Background: an optimization exercise with open tools, aiming at small area. Do not read the settings as production practice. The RTL was checked by simulation tests, not by an equivalence proof against the original design. Power and IR drop assume default switching activity.

--- flow/flow/run.sh ---
#!/bin/bash
bash standard.sh > standard.log 2>&1
--- flow/standard.sh ---
#!/bin/bash
# synth_recipe.tcl (not shown) runs the flow's synth.tcl, then flattens the netlist and writes it again
# the make line also repeats each setting of config.mk as NAME=value (left out here)
make -C /OpenROAD-flow-scripts/flow DESIGN_CONFIG=/design/flow/config.mk WORK_HOME=/design/flow/orfs CLKGATE_MAP_FILE= SYNTH_SCRIPT=/design/flow/synth_recipe.tcl "${@:-finish}"
--- flow/config.mk ---
export PLATFORM = sky130hd
export DESIGN_NAME = Brick_Escape
export DESIGN_NICKNAME = Brick_Escape
export VERILOG_FILES = /design/flow/design.v
export SDC_FILE = /design/flow/constraint.sdc
export NUM_CORES = 4
export LEC_CHECK = 0
export ABC_AREA = 1
export CAP_MARGIN = 40
export CORE_MARGIN = 2
export CORE_UTILIZATION = 40
export SLEW_MARGIN = 20
--- flow/constraint.sdc ---
create_clock -name core_clock -period 10.0 [get_ports {CLOCK_50}]
set_input_delay 2.0000 -clock core_clock [delete_from_list [all_inputs] [get_ports {CLOCK_50}]]
set_output_delay 2.0000 -clock core_clock [all_outputs]
set_load 0.01 [all_outputs]
--- flow/design.v ---
module Brick_Escape
	(
		CLOCK_50,
		rst,
		KEY,
		SW,
		HEX0,
		HEX1,
		HEX2,
		HEX3,
		HEX4,
		HEX5,
		HEX6,
		HEX7,
		fb_x,
		fb_y,
		fb_colour
	);
	input			CLOCK_50;
	input			rst;
	input   [9:0]   SW;
	input   [3:0]   KEY;
	output  [7:0]   HEX0;
	output  [7:0]   HEX1;
	output  [7:0]   HEX2;
	output  [7:0]   HEX3;
	output  [7:0]   HEX4;
	output  [7:0]   HEX5;
	output  [7:0]   HEX6;
	output  [7:0]   HEX7;
	output  [6:0]   fb_x;
	output  [6:0]   fb_y;
	output  [2:0]   fb_colour;
	wire clk = CLOCK_50;
	wire resetn = ~SW[0];
	reg [9:0] rcnt;
	reg update;
	always @(posedge clk)
		if (rst) begin rcnt <= 10'd0; update <= 1'b0; end
		else begin rcnt <= rcnt + 1'b1; update <= (rcnt == 10'd1023); end
	reg [6:0] playerx, playery;
	reg collided, wonGame, clear_screen;
	always @(posedge clk)
		if (rst || collided || ~resetn || wonGame) begin
			playerx <= 7'd15;
			playery <= 7'd2;
		end else if (update) begin
			playerx <= playerx - {6'd0, ~KEY[3]} + {6'd0, ~KEY[0]};
			playery <= playery - {6'd0, ~KEY[2]} + {6'd0, ~KEY[1]};
		end
	wire [49:0] tri_all;
	EnemyPhase phase(clk, rst, update, resetn, tri_all);
	reg [6:0] enemyIterator;
	reg [6:0] collisionIterator;
	wire [6:0] enemyx, enemyy, collisionx, collisiony;
	EnemyRead rd_draw(enemyIterator, tri_all, enemyx, enemyy);
	EnemyRead rd_coll(collisionIterator, tri_all, collisionx, collisiony);
	wire [6:0] px = playerx, py = playery;
	wire on_path =
			((7'd11 <= px && px <= 7'd21) && (py <= 7'd40)) ||
			((7'd11 <= px && px <= 7'd36) && (7'd40 <= py && py <= 7'd42)) ||
			((7'd26 <= px && px <= 7'd36) && (7'd10 <= py && py <= 7'd42)) ||
			((7'd36 <= px && px <= 7'd43) && (7'd10 <= py && py <= 7'd30)) ||
			((7'd43 <= px && px <= 7'd51) && (7'd10 <= py && py <= 7'd60)) ||
			((7'd11 <= px && px <= 7'd51) && (7'd60 <= py && py <= 7'd70)) ||
			((7'd11 <= px && px <= 7'd21) && (7'd70 <= py && py <= 7'd75)) ||
			((7'd11 <= px && px <= 7'd51) && (7'd75 <= py && py <= 7'd83)) ||
			((7'd41 <= px && px <= 7'd51) && (7'd83 <= py && py <= 7'd88)) ||
			((7'd11 <= px && px <= 7'd51) && (7'd88 <= py && py <= 7'd94)) ||
			((7'd11 <= px && px <= 7'd15) && (7'd95 <= py && py <= 7'd99)) ||
			((7'd11 <= px && px <= 7'd66) && (7'd96 <= py && py <= 7'd99)) ||
			((7'd56 <= px && px <= 7'd66) && (7'd10 <= py && py <= 7'd96)) ||
			((7'd66 <= px && px <= 7'd86) && (7'd10 <= py && py <= 7'd40)) ||
			((7'd76 <= px && px <= 7'd77) && (7'd40 <= py && py <= 7'd100)) ||
			((7'd11 <= px && px <= 7'd77) && (7'd101 <= py && py <= 7'd110)) ||
			((7'd11 <= px && px <= 7'd31) && (7'd110 <= py && py <= 7'd115)) ||
			((7'd11 <= px && px <= 7'd96) && (7'd115 <= py && py <= 7'd120)) ||
			((7'd86 <= px && px <= 7'd96) && (7'd50 <= py && py <= 7'd115)) ||
			((7'd96 <= px) && (7'd50 <= py && py <= 7'd54));
	always @(posedge clk)
		if (rst) begin
			collisionIterator <= 7'd0;
			collided <= 1'b0;
			wonGame <= 1'b0;
			clear_screen <= 1'b0;
		end else begin
			if (collisionIterator == 7'd66)
				collisionIterator <= 7'd0;
			else begin
				collisionIterator <= collisionIterator + 1'b1;
				if (px == collisionx && py == collisiony)
					collided <= 1'b1;
				else begin
					collided <= ~on_path;
					clear_screen <= ~on_path;
				end
			end
			wonGame <= (px == 7'd125) && (py > 7'd50) && (py < 7'd55);
		end
	reg [1:0] state;
	reg go_next;
	wire print_path    = (state == 2'd0);
	wire update_player = (state == 2'd1);
	wire update_enemy  = (state == 2'd2);
	wire wait_screen   = (state == 2'd3);
	always @(posedge clk)
		if (rst || ~resetn) state <= 2'd0;
		else if (go_next || wait_screen) state <= state + 1'b1;
	reg [6:0] csx, csy;
	reg cleared;
	reg [6:0] pathx, pathy;
	reg [4:0] pidx;
	reg get_new_path;
	reg [6:0] x, y;
	reg [2:0] colour;
	wire [6:0] begx, begy, endx, endy;
	assign {begx, begy, endx, endy} =
		(pidx == 5'd0) ? {7'd10, 7'd0, 7'd20, 7'd40} :
		(pidx == 5'd1) ? {7'd10, 7'd40, 7'd35, 7'd42} :
		(pidx == 5'd2) ? {7'd25, 7'd10, 7'd35, 7'd42} :
		(pidx == 5'd3) ? {7'd35, 7'd10, 7'd42, 7'd30} :
		(pidx == 5'd4) ? {7'd42, 7'd10, 7'd50, 7'd60} :
		(pidx == 5'd5) ? {7'd10, 7'd60, 7'd50, 7'd70} :
		(pidx == 5'd6) ? {7'd10, 7'd70, 7'd20, 7'd75} :
		(pidx == 5'd7) ? {7'd10, 7'd75, 7'd50, 7'd83} :
		(pidx == 5'd8) ? {7'd40, 7'd83, 7'd50, 7'd88} :
		(pidx == 5'd9) ? {7'd10, 7'd88, 7'd50, 7'd94} :
		(pidx == 5'd10) ? {7'd10, 7'd95, 7'd14, 7'd99} :
		(pidx == 5'd11) ? {7'd10, 7'd96, 7'd65, 7'd99} :
		(pidx == 5'd12) ? {7'd55, 7'd10, 7'd65, 7'd96} :
		(pidx == 5'd13) ? {7'd65, 7'd10, 7'd85, 7'd40} :
		(pidx == 5'd14) ? {7'd75, 7'd40, 7'd76, 7'd100} :
		(pidx == 5'd15) ? {7'd10, 7'd101, 7'd76, 7'd110} :
		(pidx == 5'd16) ? {7'd10, 7'd110, 7'd30, 7'd115} :
		(pidx == 5'd17) ? {7'd10, 7'd115, 7'd95, 7'd120} :
		(pidx == 5'd18) ? {7'd85, 7'd50, 7'd95, 7'd115} :
		(pidx == 5'd19) ? {7'd95, 7'd50, 7'd126, 7'd54} :
		{7'd124, 7'd50, 7'd126, 7'd54};
	wire clr_now = cleared & ~clear_screen;
	wire [6:0] csx1 = csx + 1'b1;
	wire row_end = (pathx > endx);
	wire path_end = (pathx == endx) && (pathy == endy);
	always @(posedge clk) begin
		if (rst) begin
			get_new_path <= 1'b1;
			go_next <= 1'b0;
			x <= 7'd15;
			y <= 7'd2;
			colour <= 3'b011;
			csx <= 7'd0;
			csy <= 7'd0;
			cleared <= 1'b0;
			pathx <= 7'd0;
			pathy <= 7'd0;
			pidx <= 5'd0;
			enemyIterator <= 7'd0;
		end else if (~resetn) begin
			go_next <= 1'b0;
			x <= 7'd15;
			y <= 7'd2;
			colour <= 3'b011;
		end else begin
			if (print_path) begin
				go_next <= 1'b0;
				cleared <= clr_now;
				if (!clr_now) begin
					x <= csx;
					y <= csy;
					colour <= 3'b000;
					if (csx1 > 7'd126) begin
						csx <= 7'd0;
						csy <= csy + 1'b1;
					end else if (csx1 == 7'd126 && csy == 7'd126) begin
						csx <= 7'd0;
						csy <= 7'd0;
						cleared <= 1'b1;
					end else
						csx <= csx1;
				end else begin
					colour <= (pidx == 5'd20) ? 3'b011 : 3'b111;
					if (get_new_path) begin
						get_new_path <= 1'b0;
						pathx <= begx + 1'b1;
						pathy <= begy;
						x <= begx + 1'b1;
						y <= begy;
					end else if (row_end) begin
						pathx <= begx + 1'b1;
						pathy <= pathy + 1'b1;
						x <= begx + 1'b1;
						y <= pathy + 1'b1;
					end else begin
						if (path_end) begin
							get_new_path <= 1'b1;
							if (pidx == 5'd20) begin
								go_next <= 1'b1;
								pidx <= 5'd0;
							end else
								pidx <= pidx + 1'b1;
						end
						pathx <= pathx + 1'b1;
						x <= pathx + 1'b1;
						y <= pathy;
					end
				end
			end
			if (update_player) begin
				x <= playerx;
				y <= playery;
				colour <= 3'b011;
				go_next <= 1'b1;
			end
			if (update_enemy) begin
				x <= enemyx;
				y <= enemyy;
				colour <= 3'b100;
				if (enemyIterator == 7'd65) begin
					go_next <= 1'b1;
					enemyIterator <= 7'd0;
				end else begin
					go_next <= 1'b0;
					enemyIterator <= enemyIterator + 1'b1;
				end
			end
			if (wait_screen)
				go_next <= 1'b1;
		end
	end
	Score score(clk, rst, resetn, collided, wonGame, HEX0, HEX1, HEX2, HEX3, HEX4, HEX5, HEX6, HEX7);
	assign fb_x = x;
	assign fb_y = y;
	assign fb_colour = colour;
endmodule
module Score(clk, rst, resetn, collided, wonGame, HEX0, HEX1, HEX2, HEX3, HEX4, HEX5, HEX6, HEX7);
	input clk, rst, resetn, collided, wonGame;
	output [7:0] HEX0, HEX1, HEX2, HEX3, HEX4, HEX5, HEX6, HEX7;
	reg [9:0] currentScore, bestScore;
	reg [3:0] d1, d2, d3, d4, h1, h2, h3, h4;
	reg highScoreExists, resetScore;
	reg [9:0] cs_n;
	reg [3:0] d1_n, d2_n, d3_n, d4_n;
	reg rs_n;
	always @(*) begin
		cs_n = currentScore; d1_n = d1; d2_n = d2; d3_n = d3; d4_n = d4; rs_n = resetScore;
		if (~resetn || resetScore) begin
			cs_n = 10'd0; d1_n = 4'd0; d2_n = 4'd0; d3_n = 4'd0; d4_n = 4'd0; rs_n = 1'b0;
		end else if (collided) begin
			cs_n = currentScore + 1'b1;
			d1_n = d1 + 1'b1;
			if (d1_n == 4'd10) begin d1_n = 4'd0; d2_n = d2 + 1'b1; end
			if (d2_n == 4'd10) begin d2_n = 4'd0; d3_n = d3 + 1'b1; end
			if (d3_n == 4'd10) begin d3_n = 4'd0; d4_n = d4 + 1'b1; end
		end
	end
	wire take = wonGame && !resetScore && (!highScoreExists || (cs_n < bestScore));
	always @(posedge clk)
		if (rst) begin
			currentScore <= 10'd0; bestScore <= 10'd0;
			d1 <= 4'd0; d2 <= 4'd0; d3 <= 4'd0; d4 <= 4'd0;
			h1 <= 4'd0; h2 <= 4'd0; h3 <= 4'd0; h4 <= 4'd0;
			highScoreExists <= 1'b0; resetScore <= 1'b0;
		end else begin
			currentScore <= cs_n;
			d1 <= d1_n; d2 <= d2_n; d3 <= d3_n; d4 <= d4_n;
			resetScore <= rs_n | take;
			if (take) begin
				h1 <= d1_n; h2 <= d2_n; h3 <= d3_n; h4 <= d4_n;
				bestScore <= cs_n;
				highScoreExists <= 1'b1;
			end
		end
	hex_display hex0(d1, HEX0);
	hex_display hex1(d2, HEX1);
	hex_display hex2(d3, HEX2);
	hex_display hex3(d4, HEX3);
	hex_display hex4(h1, HEX4);
	hex_display hex5(h2, HEX5);
	hex_display hex6(h3, HEX6);
	hex_display hex7(h4, HEX7);
endmodule
module hex_display(IN, OUT);
	input [3:0] IN;
	output [7:0] OUT;
	assign OUT =
		(IN == 4'h0) ? 8'h40 :
		(IN == 4'h1) ? 8'h79 :
		(IN == 4'h2) ? 8'h24 :
		(IN == 4'h3) ? 8'h30 :
		(IN == 4'h4) ? 8'h19 :
		(IN == 4'h5) ? 8'h12 :
		(IN == 4'h6) ? 8'h02 :
		(IN == 4'h7) ? 8'h78 :
		(IN == 4'h8) ? 8'h00 :
		(IN == 4'h9) ? 8'h18 :
		(IN == 4'hA) ? 8'h08 :
		(IN == 4'hB) ? 8'h03 :
		(IN == 4'hC) ? 8'h46 :
		(IN == 4'hD) ? 8'h21 :
		(IN == 4'hE) ? 8'h06 :
		8'h0E;
endmodule
module EnemyPhase(clk, rst, update, resetn, tri_all);
	input clk, rst, update, resetn;
	output [49:0] tri_all;
	reg einit;
	reg [3:0] p16;		 
	reg [3:0] a;		 
	reg [1:0] b;		 
	reg [2:0] e;		 
	reg [2:0] c;		 
	reg d2;				 
	reg [1:0] d3;		 
	wire restart = update & (einit | ~resetn);
	wire step = update & ~einit & resetn;
	wire a9 = (a == 4'd9);
	wire c5 = (c == 3'd5);
	always @(posedge clk) begin
		if (rst) einit <= 1'b1;
		else if (update) einit <= 1'b0;
		if (rst | restart) begin
			p16 <= 4'd0; a <= 4'd0; b <= 2'd0; e <= 3'd0; c <= 3'd0; d2 <= 1'b0; d3 <= 2'd0;
		end else if (step) begin
			p16 <= p16 + 1'b1;
			a <= a9 ? 4'd0 : a + 1'b1;
			if (a9) begin
				b <= b + 1'b1;
				e <= (e == 3'd4) ? 3'd0 : e + 1'b1;
			end
			c <= c5 ? 3'd0 : c + 1'b1;
			if (c5) begin
				d2 <= ~d2;
				d3 <= (d3 == 2'd2) ? 2'd0 : d3 + 1'b1;
			end
		end
	end
	wire [4:0] a5 = {1'b0, a};
	wire [4:0] c5b = {2'b00, c};
	wire [4:0] t2  = {3'b000, p16[1] & ~p16[0], p16[0]};
	wire [4:0] t4  = p16[2] ? 5'd8 - {2'b00, p16[2:0]} : {2'b00, p16[2:0]};
	wire [4:0] t8  = p16[3] ? 5'd16 - {1'b0, p16} : {1'b0, p16};
	wire [4:0] t3  = (c > 3'd3) ? 5'd6 - c5b : c5b;
	wire [4:0] t6  = d2 ? 5'd6 - c5b : c5b;
	wire [4:0] t9  = (d3 == 2'd0) ? c5b : (d3 == 2'd1) ? ((c > 3'd3) ? 5'd12 - c5b : 5'd6 + c5b) : 5'd6 - c5b;
	wire [4:0] t5  = (a > 4'd5) ? 5'd10 - a5 : a5;
	wire [4:0] t10 = b[0] ? 5'd10 - a5 : a5;
	wire [4:0] t20 = (b == 2'd0) ? a5 : (b == 2'd1) ? 5'd10 + a5 : (b == 2'd2) ? 5'd20 - a5 : 5'd10 - a5;
	wire [4:0] t25 = (e == 3'd0) ? a5 : (e == 3'd1) ? 5'd10 + a5 : (e == 3'd2) ? ((a > 4'd5) ? 5'd30 - a5 : 5'd20 + a5) :
	                 (e == 3'd3) ? 5'd20 - a5 : 5'd10 - a5;
	assign tri_all = {t25, t20, t10, t9, t8, t6, t5, t4, t3, t2};
endmodule
module EnemyRead(idx, tri_all, ex, ey);
	input [6:0] idx;
	input [49:0] tri_all;
	output [6:0] ex, ey;
	wire ax, sg; wire [3:0] g; wire [6:0] base, fix;
	assign {ax, sg, g, base, fix} =
		(idx == 7'd0) ? {1'b1, 1'b0, 4'd7, 7'd11, 7'd5} :
		(idx == 7'd1) ? {1'b1, 1'b1, 4'd7, 7'd106, 7'd15} :
		(idx == 7'd2) ? {1'b1, 1'b0, 4'd7, 7'd11, 7'd10} :
		(idx == 7'd3) ? {1'b1, 1'b1, 4'd7, 7'd106, 7'd20} :
		(idx == 7'd4) ? {1'b1, 1'b0, 4'd7, 7'd11, 7'd30} :
		(idx == 7'd5) ? {1'b1, 1'b1, 4'd7, 7'd106, 7'd35} :
		(idx == 7'd6) ? {1'b1, 1'b0, 4'd7, 7'd41, 7'd85} :
		(idx == 7'd7) ? {1'b1, 1'b0, 4'd9, 7'd11, 7'd41} :
		(idx == 7'd8) ? {1'b0, 1'b0, 4'd0, 7'd40, 7'd23} :
		(idx == 7'd9) ? {1'b0, 1'b0, 4'd8, 7'd10, 7'd38} :
		(idx == 7'd10) ? {1'b1, 1'b0, 4'd5, 7'd43, 7'd31} :
		(idx == 7'd11) ? {1'b1, 1'b1, 4'd5, 7'd76, 7'd41} :
		(idx == 7'd12) ? {1'b1, 1'b0, 4'd5, 7'd43, 7'd51} :
		(idx == 7'd13) ? {1'b1, 1'b1, 4'd5, 7'd76, 7'd59} :
		(idx == 7'd14) ? {1'b0, 1'b0, 4'd7, 7'd60, 7'd40} :
		(idx == 7'd15) ? {1'b0, 1'b1, 4'd7, 7'd57, 7'd35} :
		(idx == 7'd16) ? {1'b0, 1'b0, 4'd7, 7'd60, 7'd30} :
		(idx == 7'd17) ? {1'b0, 1'b1, 4'd7, 7'd57, 7'd25} :
		(idx == 7'd18) ? {1'b0, 1'b0, 4'd7, 7'd60, 7'd15} :
		(idx == 7'd19) ? {1'b1, 1'b0, 4'd7, 7'd11, 7'd72} :
		(idx == 7'd20) ? {1'b0, 1'b0, 4'd5, 7'd75, 7'd30} :
		(idx == 7'd21) ? {1'b0, 1'b1, 4'd5, 7'd44, 7'd38} :
		(idx == 7'd22) ? {1'b0, 1'b0, 4'd4, 7'd88, 7'd35} :
		(idx == 7'd23) ? {1'b0, 1'b0, 4'd4, 7'd88, 7'd19} :
		(idx == 7'd24) ? {1'b0, 1'b1, 4'd1, 7'd28, 7'd20} :
		(idx == 7'd25) ? {1'b0, 1'b0, 4'd1, 7'd96, 7'd23} :
		(idx == 7'd26) ? {1'b0, 1'b1, 4'd1, 7'd28, 7'd26} :
		(idx == 7'd27) ? {1'b0, 1'b0, 4'd1, 7'd96, 7'd29} :
		(idx == 7'd28) ? {1'b0, 1'b1, 4'd1, 7'd28, 7'd32} :
		(idx == 7'd29) ? {1'b0, 1'b0, 4'd1, 7'd96, 7'd35} :
		(idx == 7'd30) ? {1'b0, 1'b1, 4'd1, 7'd28, 7'd38} :
		(idx == 7'd31) ? {1'b0, 1'b0, 4'd1, 7'd96, 7'd41} :
		(idx == 7'd32) ? {1'b0, 1'b1, 4'd1, 7'd28, 7'd44} :
		(idx == 7'd33) ? {1'b0, 1'b0, 4'd1, 7'd96, 7'd47} :
		(idx == 7'd34) ? {1'b1, 1'b0, 4'd7, 7'd56, 7'd88} :
		(idx == 7'd35) ? {1'b1, 1'b1, 4'd7, 7'd61, 7'd80} :
		(idx == 7'd36) ? {1'b1, 1'b0, 4'd7, 7'd56, 7'd70} :
		(idx == 7'd37) ? {1'b1, 1'b1, 4'd7, 7'd61, 7'd65} :
		(idx == 7'd38) ? {1'b1, 1'b0, 4'd7, 7'd56, 7'd55} :
		(idx == 7'd39) ? {1'b1, 1'b1, 4'd7, 7'd61, 7'd50} :
		(idx == 7'd40) ? {1'b0, 1'b1, 4'd2, 7'd87, 7'd76} :
		(idx == 7'd41) ? {1'b1, 1'b0, 4'd4, 7'd73, 7'd40} :
		(idx == 7'd42) ? {1'b0, 1'b0, 4'd6, 7'd101, 7'd76} :
		(idx == 7'd43) ? {1'b0, 1'b1, 4'd6, 7'd17, 7'd65} :
		(idx == 7'd44) ? {1'b0, 1'b1, 4'd6, 7'd17, 7'd60} :
		(idx == 7'd45) ? {1'b0, 1'b1, 4'd6, 7'd17, 7'd55} :
		(idx == 7'd46) ? {1'b0, 1'b1, 4'd6, 7'd17, 7'd50} :
		(idx == 7'd47) ? {1'b0, 1'b0, 4'd6, 7'd101, 7'd45} :
		(idx == 7'd48) ? {1'b0, 1'b0, 4'd6, 7'd101, 7'd40} :
		(idx == 7'd49) ? {1'b0, 1'b0, 4'd6, 7'd101, 7'd35} :
		(idx == 7'd50) ? {1'b0, 1'b0, 4'd6, 7'd101, 7'd30} :
		(idx == 7'd51) ? {1'b0, 1'b1, 4'd6, 7'd17, 7'd25} :
		(idx == 7'd52) ? {1'b0, 1'b0, 4'd6, 7'd101, 7'd20} :
		(idx == 7'd53) ? {1'b0, 1'b1, 4'd6, 7'd17, 7'd15} :
		(idx == 7'd54) ? {1'b0, 1'b0, 4'd6, 7'd101, 7'd11} :
		(idx == 7'd55) ? {1'b1, 1'b0, 4'd8, 7'd11, 7'd112} :
		(idx == 7'd56) ? {1'b0, 1'b0, 4'd3, 7'd115, 7'd35} :
		(idx == 7'd57) ? {1'b0, 1'b0, 4'd3, 7'd115, 7'd40} :
		(idx == 7'd58) ? {1'b0, 1'b1, 4'd3, 7'd7, 7'd45} :
		(idx == 7'd59) ? {1'b0, 1'b1, 4'd3, 7'd7, 7'd50} :
		(idx == 7'd60) ? {1'b0, 1'b0, 4'd3, 7'd115, 7'd55} :
		(idx == 7'd61) ? {1'b0, 1'b0, 4'd3, 7'd115, 7'd60} :
		(idx == 7'd62) ? {1'b0, 1'b1, 4'd3, 7'd7, 7'd65} :
		(idx == 7'd63) ? {1'b0, 1'b1, 4'd3, 7'd7, 7'd70} :
		(idx == 7'd64) ? {1'b0, 1'b0, 4'd3, 7'd115, 7'd75} :
		{1'b0, 1'b0, 4'd3, 7'd115, 7'd80};
	wire [4:0] t = tri_all[g*5 +: 5];
	wire [6:0] mv = (base + {2'b00, t}) ^ {7{sg}};    
	assign ex = ax ? mv : fix;
	assign ey = ax ? fix : mv;
endmodule
==> results.txt, run 1 <==
status no timing/DRC/antenna violations; # rows 82; Mapped Area 20390 um2; Max clock buf depth 2; CP most frequent cell nand2_1; register share of total power 0.438; ANT cells 0; crit end category flop; IR drop worst, VDD between 0.0001 and 0.00015 V; EDFF count, synth 0; final setup fails 0; combinational power share 0.136; Buffers on Ports between 70 and 80; die height 229.8 um; GRT Total Usage 0.2380; yosys warns 3; grt total ovfl 0; synth top area cells dfxtp_1 17%, nand2_1 13%, inv_1 10%; Slew HR 0.4625; clock sink total 170; final WL between 60000 and 70000 um; fin crit share 0.6280; asr flop ratio synth 0; Net Sw Power roughly 0.5 mW; top cell type's share of synthesized area 0.1669; Static Leak 10.41 nW; Clk pin slew, worst setup/hold paths 80 ps; switching share of power 0.3150; Root Buffer clkbuf_16; DRC violations left 0; pin count of the biggest net entering global routing 57; Top FF cell, synth dfxtp_1; Post-CTS Resized 0; Slew @ Worst Pin about 800 ps; placer congestion estimate 0.9743; WL/cell 14.94 um; clock skew about 14 ps; RSZ-0062 raised after global routing false; CTS buffer count 17; first-pass GRT wire length 104100 um; slowest cell delay on critical path 500 ps; max_cap viols 0; startpoint types flop; vias in the first global route 20940; Post-DP Area 21750 um2; P_int 1.084 mW; vias per cell 5.440; FF+latch count, synth 170; cell count after synthesis 3592; setup TNS 0 ps; CP Class flop to flop; nets roughly 3800; via count approximately 23000; CTS Hold Bufs 0; Slew Limit Fails 0; Final min period 6280 ps; pwr dens 70.86 nW/um2; io pins 97; max frequency 159.2 MHz; share of the yosys chip area belonging to registers 0.1669; die area 52800 um2; initial core utilization 0.4056; Worst path slowest cell inv_1; Hold Path Stages 2; critical path arrival ~6700 ps; clock latency on the worst-skew pair 500 ps; synthesized area per cell 5.677 um2; leading area contributor after synthesis dfxtp_1; Final Hold Violating Endpoints 0; drt pass-1 iters 8; final core occ 0.4442; initial drt markers 2445; design area ~22000 um2; Clock power frac 0.427; FF-to-FF path depth 35; largest fanout on the critical path 20; initial antenna violation count 0; H-tree depth 4; Crit path buffers/inverters 4; Layout area overhead 9.510%; most frequent cells in the layout 703 x nand2_1, 565 x inv_1, 563 x nor2_1; chip width roughly 230 um; CP top delay family simple AND/OR/NAND/NOR gates; Core ar. around 50000 um2; hold crit path type flop to flop; number of cells on the critical path 35; Req. time, crit path about 10000 ps; CTS tree done; Final ANT Viol Nets 0; commonest non-fill, non-tap cell in the layout nand2_1; layout cell share with drive strength beyond 1 0.02533; Post-CTS Setup Repair Bufs 0; post-DP HPWL 50500 um; Unique masters post-synth 66
[path summary, 6_finish.rpt]
| path | startpoint | endpoint | slack [ps] |
|---|---|---|---|
| hold / removal | phase.einit | phase.einit | 450 |
| setup reg to reg | collisionIterator[4] | clear_screen | 3720 |
| hold reg to reg | phase.einit | phase.einit | 450 |
| setup / recovery | collisionIterator[4] | clear_screen | 3720 |
[registers in the layout (all words and copies together), names as in the netlist, 5 cells and up]
name	flops
rcnt	10
score.bestScore	10
score.currentScore	10
collisionIterator	7
csx	7
csy	7
enemyIterator	7
pathx	7
pathy	7
playerx	7
playery	7
x	7
y	7
pidx	5
[power groups by stage]
stage	Combinational, mW	Clock, mW	Sequential, mW
floorplan	0.159	0	0.706
global placement	0.210	0	0.708
detailed placement	0.211	0	0.708
CTS	0.212	0.697	0.692
global route	0.242	0.719	0.693
finish	0.215	0.675	0.692
[cells in the mapped netlist (8+ instances only)]
cell       number
clkinv_1       12
o21a_1          8
o221ai_1       12
a211oi_1       20
o211ai_1       35
nor3b_1         8
a221oi_1        8
o31ai_1        21
clkbuf_1       70
nor3_1         90
xnor2_1        12
nand2_1       703
o2111ai_1      10
nand4_1        40
ha_1          153
inv_2          23
o21ai_1         9
o21ai_0       286
nor2_1        563
nand3_1       232
inv_1         565
buf_4           9
dfxtp_1       170
xor2_1         40
a21oi_1       289
a31oi_1        34
o22ai_1        24
nor4_1         33
[metrics by stage]
step | power, mW | setup WS (ps) | std cells | hold WS (ps)
global placement | 0.9186 | 3853 | 4271 | 431.1
finish | 1.582 | 3720 | 4304 | 449.0
global route | 1.654 | 3133 | 4304 | 463.7
detailed placement | 0.9194 | 3888 | 4272 | 432.9
CTS | 1.602 | 3854 | 4304 | 449.6
floorplan | 0.8650 | 5148 | 3599 | 417.5
[cell type report]
type | instances | area (um2)
well taps | 672 | 840.8
clock inverters | 15 | 157.7
repair buffers | 89 | 864.6
flip-flops and latches | 170 | 3403
fillers | 5500 | 27940
inverters | 600 | 2252
clock buffers | 17 | 425.4
multi-input cells | 2741 | 14390
[worst min-delay path, cell delays in order (launching register included)]
cell     delay (ps)
dfxtp_1         310
nand2_1          60
nand2_1          40
[logic make-up after synthesis]
group / after synthesis / synth area share
adder cells (fa/ha/maj): 157 / 0.09780
multiplexers: 1 / 0.0004909
AND/OR/NAND/NOR: 1694 / 0.3467
other: 1 / 0.0001839
AO/OA/AOI/OAI: 829 / 0.2367
XOR/XNOR: 52 / 0.02233
buffers and inverters: 688 / 0.1288
flip-flops: 170 / 0.1669
[layer usage]
| metal | part of all wire | GRT usage | vias up |
|---|---|---|---|
| met3 | 0.073 | 0.04154 | 109 |
| met2 | 0.43 | 0.3706 | 883 |
| met5 | 0 | 0 | - |
| li1 | - | - | 11950 |
| met1 | 0.47 | 0.3292 | 10470 |
| met4 | 0.027 | 0.08327 | 0 |
==> run 2, diff against run 1 <==
==> flow/flow/run.sh (replaced) <==
#!/bin/bash
# Own flow: the standard ORFS flow (standard.sh), with two changes to synthesis only:
#  - ABC maps the combinational logic with flow/abc_area.script (deep AIG synthesis, then
#    area-oriented mapping) instead of ORFS's abc_area.script;
#  - no full/half-adder extraction (ADDER_MAP_FILE empty), so ABC sees the adders as logic.
# Registers are untouched: Yosys creates and names them before ABC runs.
set -euo pipefail
rm -rf scripts_local
cp -r "$FLOW_HOME/scripts" scripts_local
cp flow/abc_area.script scripts_local/abc_area.script
export SCRIPTS_DIR="$PWD/scripts_local"
bash standard.sh ADDER_MAP_FILE= finish > flow_make.log 2>&1
==> flow/flow/abc_area.script (new file) <==
strash
&get -n
&fraig -x
&put
scorr
dc2
strash
&get -n
&deepsyn -T 180
&put
&get -n
&dch -f
&nf
&put
--- a/flow/config.mk
+++ b/flow/config.mk
@@ -9,4 +9,4 @@
 export CAP_MARGIN = 40
 export CORE_MARGIN = 2
-export CORE_UTILIZATION = 40
+export CORE_UTILIZATION = 75
 export SLEW_MARGIN = 20
==> results.txt, run 2 <==
status no timing/DRC/antenna violations (unchanged); clock sink total 170 (unchanged); Max clock buf depth 2 (unchanged); Worst path slowest cell dfxtp_1 (was inv_1); hold crit path type flop to flop (unchanged); yosys warns 3 (unchanged); largest fanout on the critical path 21 (was 20); Layout fillers 1004 (was 5500); Post-CTS Setup Repair Bufs 0 (unchanged); RSZ-0062 raised after global routing false (unchanged); Core ar. 16700 um2 (was 50270 um2); P_int 1.109 mW (was 1.084 mW); most frequent cells in the layout 250 x nor2_1, 237 x nand2_1, 172 x a21oi_1 (was 703 x nand2_1, 565 x inv_1, 563 x nor2_1); Top FF cell, synth dfxtp_1 (unchanged); io pins 97 (unchanged); slowest cell delay on critical path 820 ps (was 500 ps); layout cell share with drive strength beyond 1 0.02230 (was 0.02533); final setup margin 2424 ps (was 3720 ps); Clock power frac 0.449 (was 0.427); top cell type's share of synthesized area 0.2644 (was 0.1669); DRC violations left 0 (unchanged); EDFF count, synth 0 (unchanged); FF+latch count, synth 170 (unchanged); placer congestion estimate 1.196 (was 0.9743); startpoint types flop (unchanged); CTS buffer count 17 (unchanged); crit end category flop (unchanged); Final ANT Viol Nets 0 (unchanged); chip width 135.0 um (was 229.8 um); setup TNS 0 ps (unchanged); Layout area overhead 13.19% (was 9.510%); vias per cell 7.202 (was 5.440); final WL 41170 um (was 64310 um); initial antenna violation count 0 (unchanged); asr flop ratio synth 0 (unchanged); nets 1976 (was 3792); synth top area cells dfxtp_1 26%, nor2_1 7.3%, nand2_1 6.9% (was dfxtp_1 17%, nand2_1 13%, inv_1 10%); R2R setup slack 2420 ps (was 3720 ps); max frequency 132.0 MHz (was 159.2 MHz); Critical R2R Capture clear_screen (unchanged); final setup fails 0 (unchanged); IR drop worst, VDD 0.0001328 V (was 0.0001327 V); grt total ovfl 0 (unchanged); FF-to-FF Start collisionIterator[4] (unchanged); register share of total power 0.468 (was 0.438); share of the yosys chip area belonging to registers 0.2644 (was 0.1669); Final Hold Violating Endpoints 0 (unchanged); Slew HR 0.4154 (was 0.4625); H-tree depth 4 (unchanged); Root Buffer clkbuf_16 (unchanged); initial core utilization 0.7706 (was 0.4056); Power Total 1.493 mW (was 1.582 mW); Crit path buffers/inverters 0 (was 4); WL/cell 18.77 um (was 14.94 um); most common cell in the netlist nor2_1 (was nand2_1); initial drt markers 2625 (was 2445); CTS tree done (unchanged); max_cap viols 0 (unchanged); CP Class flop to flop (unchanged); Slew Limit Fails 0 (unchanged); fin crit share 0.7576 (was 0.6280); first-pass GRT wire length 66810 um (was 104100 um); min-delay src rcnt[9] (was phase.einit); # rows 47 (was 82); die height 135.0 um (was 229.8 um); ANT cells 0 (unchanged); crit-path cells nor2_1, nor3_1, a2bb2oi_1, o211ai_1, a31oi_1, nor3_1, xnor2_1, o21ai_0, o22ai_1, or2_0, xnor2_1, nor2_1, or3b_1, a21oi_1, o21ai_0, a31oi_1, nor3b_1, o21a_1, o31a_1, a2111oi_0, a211oi_1, a211oi_1; Final min period 7576 ps (was 6280 ps); FF-to-FF path depth 22 (was 35); Post-CTS Resized 0 (unchanged); leading area contributor after synthesis dfxtp_1 (unchanged); CP top delay family compound AO/OA/AOI/OAI gates (was simple AND/OR/NAND/NOR gates); pwr dens 102.5 nW/um2 (was 70.86 nW/um2); Hold Path Stages 2 (unchanged); hold endpoint update (was phase.einit); via count 15790 (was 23420); die area 18220 um2 (was 52800 um2); combinational power share 0.082 (was 0.136); largest registers rcnt (10), score.bestScore (10), score.currentScore (10) (unchanged); Clk pin slew, worst setup/hold paths 70 ps (was 80 ps); Mapped Area 12870 um2 (was 20390 um2); pin count of the biggest net entering global routing 53 (was 57); commonest non-fill, non-tap cell in the layout nor2_1 (was nand2_1); drt pass-1 iters 17 (was 8); Req. time, crit path 10360 ps (was 10430 ps); clock skew 9.805 ps (was 14.44 ps); Net Sw Power 0.3834 mW (was 0.4984 mW); GRT Total Usage 0.4390 (was 0.2380); synthesized area per cell 6.949 um2 (was 5.677 um2); Unique masters post-synth 68 (was 66); post-DP HPWL 28490 um (was 50500 um); clock latency on the worst-skew pair 440 ps (was 500 ps); synth cell count leaders 251 x nor2_1, 237 x nand2_1, 172 x a21oi_1 (was 703 x nand2_1, 565 x inv_1, 563 x nor2_1); critical path arrival 7930 ps (was 6710 ps); Static Leak 5.173 nW (was 10.41 nW); cell count after synthesis 1852 (was 3592); switching share of power 0.2569 (was 0.3150); vias in the first global route 14250 (was 20940); Slew @ Worst Pin 854.8 ps (was 798.8 ps); dpl ws 2756 ps (was 3888 ps); Buffers on Ports 79 (unchanged); CTS Hold Bufs 0 (unchanged)
-- run 2: changes by cell type after synthesis, moves of 128 or more --
cell	before	now
nand3_1	232	69
inv_1	565	0
o21ai_0	286	158
nor2_1	563	251
nand2_1	703	237
ha_1	153	0
-- run 2: worst max-delay path by stage --
| stage | endpoint | slack [ps] | cells after the start | start |
|---|---|---|---|---|
| global placement | clear_screen | 2960 | 22 | collisionIterator[4] |
| floorplan | clear_screen | 3780 | 22 | collisionIterator[3] |
| global route | clear_screen | 1760 | 22 | collisionIterator[4] |
| CTS | clear_screen | 2710 | 22 | collisionIterator[4] |
| finish | clear_screen | 2420 | 22 | collisionIterator[4] |
| detailed placement | clear_screen | 2760 | 22 | collisionIterator[4] |
-- run 2: stage by stage --
stage,std cells,utilization,instance area [um2],hold slack (ps)
floorplan,1859,-,12900,414.6
global placement,2157,0.8354,13950,428.2
detailed placement,2159,0.8365,13970,443.3
CTS,2191,0.8715,14560,455.4
global route,2193,0.8723,14570,484.4
finish,2193,0.8723,14570,454.0
-- run 2: metal layers --
layer  vias up  share of wire  track usage  wire length, um
li1       7108              -            -                -
met1      7061           0.37       0.5524            15260
met2      1289           0.45       0.7078            18580
met3       335           0.12       0.1021             5044
met4         0          0.055       0.2188             2278
met5         -              0            0                0
-- run 2: logic make-up after synthesis --
family | count (synthesis) | share of synthesized area
and+or+nand+nor | 887 | 0.3261
AOI/OAI and AO/OA | 632 | 0.3136
DFF | 170 | 0.2644
xor gates and xnor gates | 80 | 0.05551
buffers and inverters | 56 | 0.01896
muxes | 24 | 0.01954
adders and majority gates | 2 | 0.001556
other | 1 | 0.0002914
-- run 2: power groups by stage --
| stage | clock, mW | combinational [mW] | sequential (mW) |
|---|---|---|---|
| 3_3_place_gp | 0 | 0.112 | 0.713 |
| 6_report | 0.671 | 0.122 | 0.699 |
| 5_1_grt | 0.702 | 0.131 | 0.699 |
| 4_1_cts | 0.667 | 0.118 | 0.698 |
| 3_5_place_dp | 0 | 0.116 | 0.714 |
| 2_1_floorplan | 0 | 0.0791 | 0.710 |
-- run 2: cell type report --
class | count | area [um2] | share of cell area
multi-input combinational | 1633 | 9251 | 0.6351
sequential | 170 | 3403 | 0.2336
timing repair buffer | 91 | 877.1 | 0.06021
clock buffer | 20 | 446.7 | 0.03066
tap | 220 | 275.3 | 0.01890
inverter | 47 | 176.4 | 0.01211
clock inverter | 12 | 137.6 | 0.009448
-- run 2: worst reg2reg max path, delay by kind of cell, from the launching register on --
| family | cells | cell delay [ps] |
|---|---|---|
| AO/OA/AOI/OAI | 13 | 3980 |
| AND/OR/NAND/NOR | 7 | 2270 |
| flip-flops | 1 | 820 |
| XOR/XNOR | 2 | 410 |
==> run 3, diff against run 2 <==
--- a/flow/config.mk
+++ b/flow/config.mk
@@ -9,4 +9,4 @@
 export CAP_MARGIN = 40
 export CORE_MARGIN = 2
-export CORE_UTILIZATION = 75
+export CORE_UTILIZATION = 60
 export SLEW_MARGIN = 20
==> results.txt, run 3 <==
fin crit share 0.7704 (was 0.7576); largest fanout on the critical path 21 (unchanged); grt total ovfl 0 (unchanged); final cell count without fillers 2250 (was 2193); Net Sw Power 0.4137 mW (was 0.3834 mW); Unique masters post-synth 68 (unchanged); hold crit path type flop to flop (unchanged); layout cell share with drive strength beyond 1 0.02430 (was 0.02230); max_cap viols 0 (unchanged); min-delay src rcnt[9] (unchanged); critical path arrival 8050 ps (was 7930 ps); placer congestion estimate 1.062 (was 1.196); clock skew 16.36 ps (was 9.805 ps); register share of total power 0.464 (was 0.468); H-tree depth 4 (unchanged); Top FF cell, synth dfxtp_1 (unchanged); most common cell in the netlist nor2_1 (unchanged); chip width 150.5 um (was 135.0 um); top cell type's share of synthesized area 0.2644 (unchanged); Buffers on Ports 79 (unchanged); share of the yosys chip area belonging to registers 0.2644 (unchanged); crit-path cells nor2_1, nor3_1, a2bb2oi_1, o211ai_1, a31oi_1, nor3_1, xnor2_1, o21ai_0, o22ai_1, or2_0, xnor2_1, nor2_1, or3b_1, a21oi_1, o21ai_0, a31oi_1, nor3b_1, o21a_1, o31a_1, a2111oi_0, a211oi_1, a211oi_1 (unchanged); synth top area cells dfxtp_1 26%, nor2_1 7.3%, nand2_1 6.9% (unchanged); EDFF count, synth 0 (unchanged); die area 22640 um2 (was 18220 um2); Final min period 7704 ps (was 7576 ps); cell count after synthesis 1852 (unchanged); yosys warns 3 (unchanged); FF+latch count, synth 170 (unchanged); Slew @ Worst Pin 875.2 ps (was 854.8 ps); clock latency on the worst-skew pair 450 ps (was 440 ps); # rows 53 (was 47); pin count of the biggest net entering global routing 53 (unchanged); Slew HR 0.4121 (was 0.4154); IR drop worst, VDD 0.00009222 V (was 0.0001328 V); Static Leak 5.191 nW (was 5.173 nW); most frequent cells in the layout 250 x nor2_1, 237 x nand2_1, 172 x a21oi_1 (unchanged); largest registers rcnt (10), score.bestScore (10), score.currentScore (10) (unchanged); R2R setup slack 2300 ps (was 2420 ps); Post-CTS Setup Repair Bufs 0 (unchanged); clock sink total 170 (unchanged); Mapped Area 12870 um2 (unchanged); Final ANT Viol Nets 0 (unchanged); P_int 1.086 mW (was 1.109 mW); synthesized area per cell 6.949 um2 (unchanged); FF-to-FF Start collisionIterator[4] (unchanged); switching share of power 0.2758 (was 0.2569); Hold Path Stages 2 (unchanged); ANT cells 0 (unchanged); CTS tree done (unchanged); FF-to-FF path depth 22 (unchanged); io pins 97 (unchanged); Post-DP Area 14060 um2 (was 13970 um2); asr flop ratio synth 0 (unchanged); vias in the first global route 13200 (was 14250); Post-CTS Resized 0 (unchanged); final WL 40100 um (was 41170 um); die height 150.5 um (was 135.0 um); CTS Hold Bufs 0 (unchanged); initial drt markers 1575 (was 2625); Root Buffer clkbuf_16 (unchanged); commonest non-fill, non-tap cell in the layout nor2_1 (unchanged); max frequency 129.8 MHz (was 132.0 MHz); crit end category flop (unchanged); hold endpoint update (unchanged); combinational power share 0.084 (was 0.082); nets 1978 (was 1976); post-DP HPWL 29170 um (was 28490 um); design area 14650 um2 (was 14570 um2); vias per cell 6.660 (was 7.202); RSZ-0062 raised after global routing false (unchanged); drt pass-1 iters 8 (was 17); WL/cell 17.82 um (was 18.77 um); Power Total 1.500 mW (was 1.493 mW); Req. time, crit path 10350 ps (was 10360 ps); slowest cell delay on critical path 820 ps (about the same); first-pass GRT wire length 64710 um (was 66810 um); DRC violations left 0 (unchanged); Layout area overhead 13.82% (was 13.19%); Worst path slowest cell dfxtp_1 (unchanged); Critical R2R Capture clear_screen (unchanged); status no timing/DRC/antenna violations (unchanged); initial core utilization 0.6122 (was 0.7706); synth cell count leaders 251 x nor2_1, 237 x nand2_1, 172 x a21oi_1 (unchanged); Final Hold Violating Endpoints 0 (unchanged); Slew Limit Fails 0 (unchanged); pwr dens 102.4 nW/um2 (was 102.5 nW/um2); Clock power frac 0.452 (was 0.449); setup TNS 0 ps (unchanged); Clk pin slew, worst setup/hold paths 70 ps (about the same); startpoint types flop (unchanged); CP Class flop to flop (unchanged); leading area contributor after synthesis dfxtp_1 (unchanged); GRT Total Usage 0.3473 (was 0.4390); Placed Instances 2217 (was 2159); Core ar. 21020 um2 (was 16700 um2); CTS buffer count 17 (unchanged); Max clock buf depth 2 (unchanged); initial antenna violation count 1 (was 0); via count 14990 (was 15790); hold_ws 447.6 ps (was 454.0 ps); final setup fails 0 (unchanged)
-- run 3: cell counts after synthesis --
Identical to the previous run, type by type.
-- run 3: per-layer routing --
metal  vias to the layer above  wire [um]  global-route usage
met5                         -          0                   0
met2                       937      17920              0.5557
met1                      6773      16890              0.4641
met3                       156       3848             0.05667
li1                       7119          -                   -
met4                         0       1450              0.1462
-- run 3: how the worst max path moves through the flow --
| stage | start | end | slack [ps] | cells after the start |
|---|---|---|---|---|
| 6_report | collisionIterator[4] | clear_screen | 2300 | 22 |
| 5_1_grt | collisionIterator[4] | clear_screen | 1700 | 22 |
| 4_1_cts | collisionIterator[4] | clear_screen | 2520 | 22 |
| 3_5_place_dp | collisionIterator[4] | clear_screen | 2650 | 22 |
| 3_3_place_gp | collisionIterator[4] | clear_screen | 2710 | 22 |
| 2_1_floorplan | collisionIterator[3] | clear_screen | 3780 | 22 |
-- run 3: through the flow --
stage / utilization / worst slack [ps]
floorplan: - / 3778
CTS: 0.6966 / 2524
global route: 0.6969 / 1699
global placement: 0.6684 / 2707
detailed placement: 0.6688 / 2647
finish: 0.6969 / 2296
-- run 3: power by group through the flow --
stage / Combinational (mW) / Sequential, mW / Clock [mW]
5_1_grt: 0.136 / 0.697 / 0.709
4_1_cts: 0.122 / 0.695 / 0.685
6_report: 0.126 / 0.696 / 0.678
3_3_place_gp: 0.119 / 0.711 / 0
2_1_floorplan: 0.0791 / 0.710 / 0
3_5_place_dp: 0.121 / 0.711 / 0
-- run 3: cell families after synthesis --
kind of cell             Yosys count  synth area share
XOR/XNOR                          80           0.05551
buffers and inverters             56           0.01896
other                              1         0.0002914
adder cells (fa/ha/maj)            2          0.001556
multiplexers                      24           0.01954
AO/OA/AOI/OAI                    632            0.3136
AND/OR/NAND/NOR                  887            0.3261
flip-flops                       170            0.2644
-- run 3: critical path, delay by kind of cell (launching register included) --
family / cells / cell delay (ps)
xor+xnor: 2 / 420
simple gates: 7 / 2340
flops: 1 / 820
compound gates: 13 / 4000
-- run 3: cell type report --
class / instances / area (um2)
Multi-Input combinational cell: 1633 / 9251
Sequential cell: 170 / 3403
Inverter: 47 / 176.4
Fill cell: 1844 / 6372
Clock buffer: 17 / 425.4
Clock inverter: 15 / 160.2
Timing Repair Buffer: 93 / 888.4
Tap cell: 275 / 344.1

[port drivers added, routing unchanged]
In the flow no input, the clock included, has a driving cell. The finished layouts below were timed again as built, in two steps. Step 1 sets driving cells, clkbuf_16 on the clock port and buf_2 on the other inputs (assumed; they add their load-dependent delay and slew). Step 2 moves the port delays by t, midway between the first and last clock arrival at a register: inputs arrive t later, outputs are due t later. That takes back most of the time a late clock gives input paths. Three values: ideal, step 1, step 2; two values: the first two.
run | t, ns | slack for setup (ns) | worst hold slack (ns) | pins driven straight from the clock port
run 1 | 0.548 | 3.720 / 3.720 / 3.720 | 0.449 / 0.449 / 0.449 | 1
run 2 | 0.483 | 2.424 / 2.424 / 2.424 | 0.454 / 0.454 / 0.454 | 1
run 3 | 0.488 | 2.296 / 2.296 / 2.296 | 0.448 / 0.448 / 0.448 | 1
After both steps every run listed still meets setup and hold.
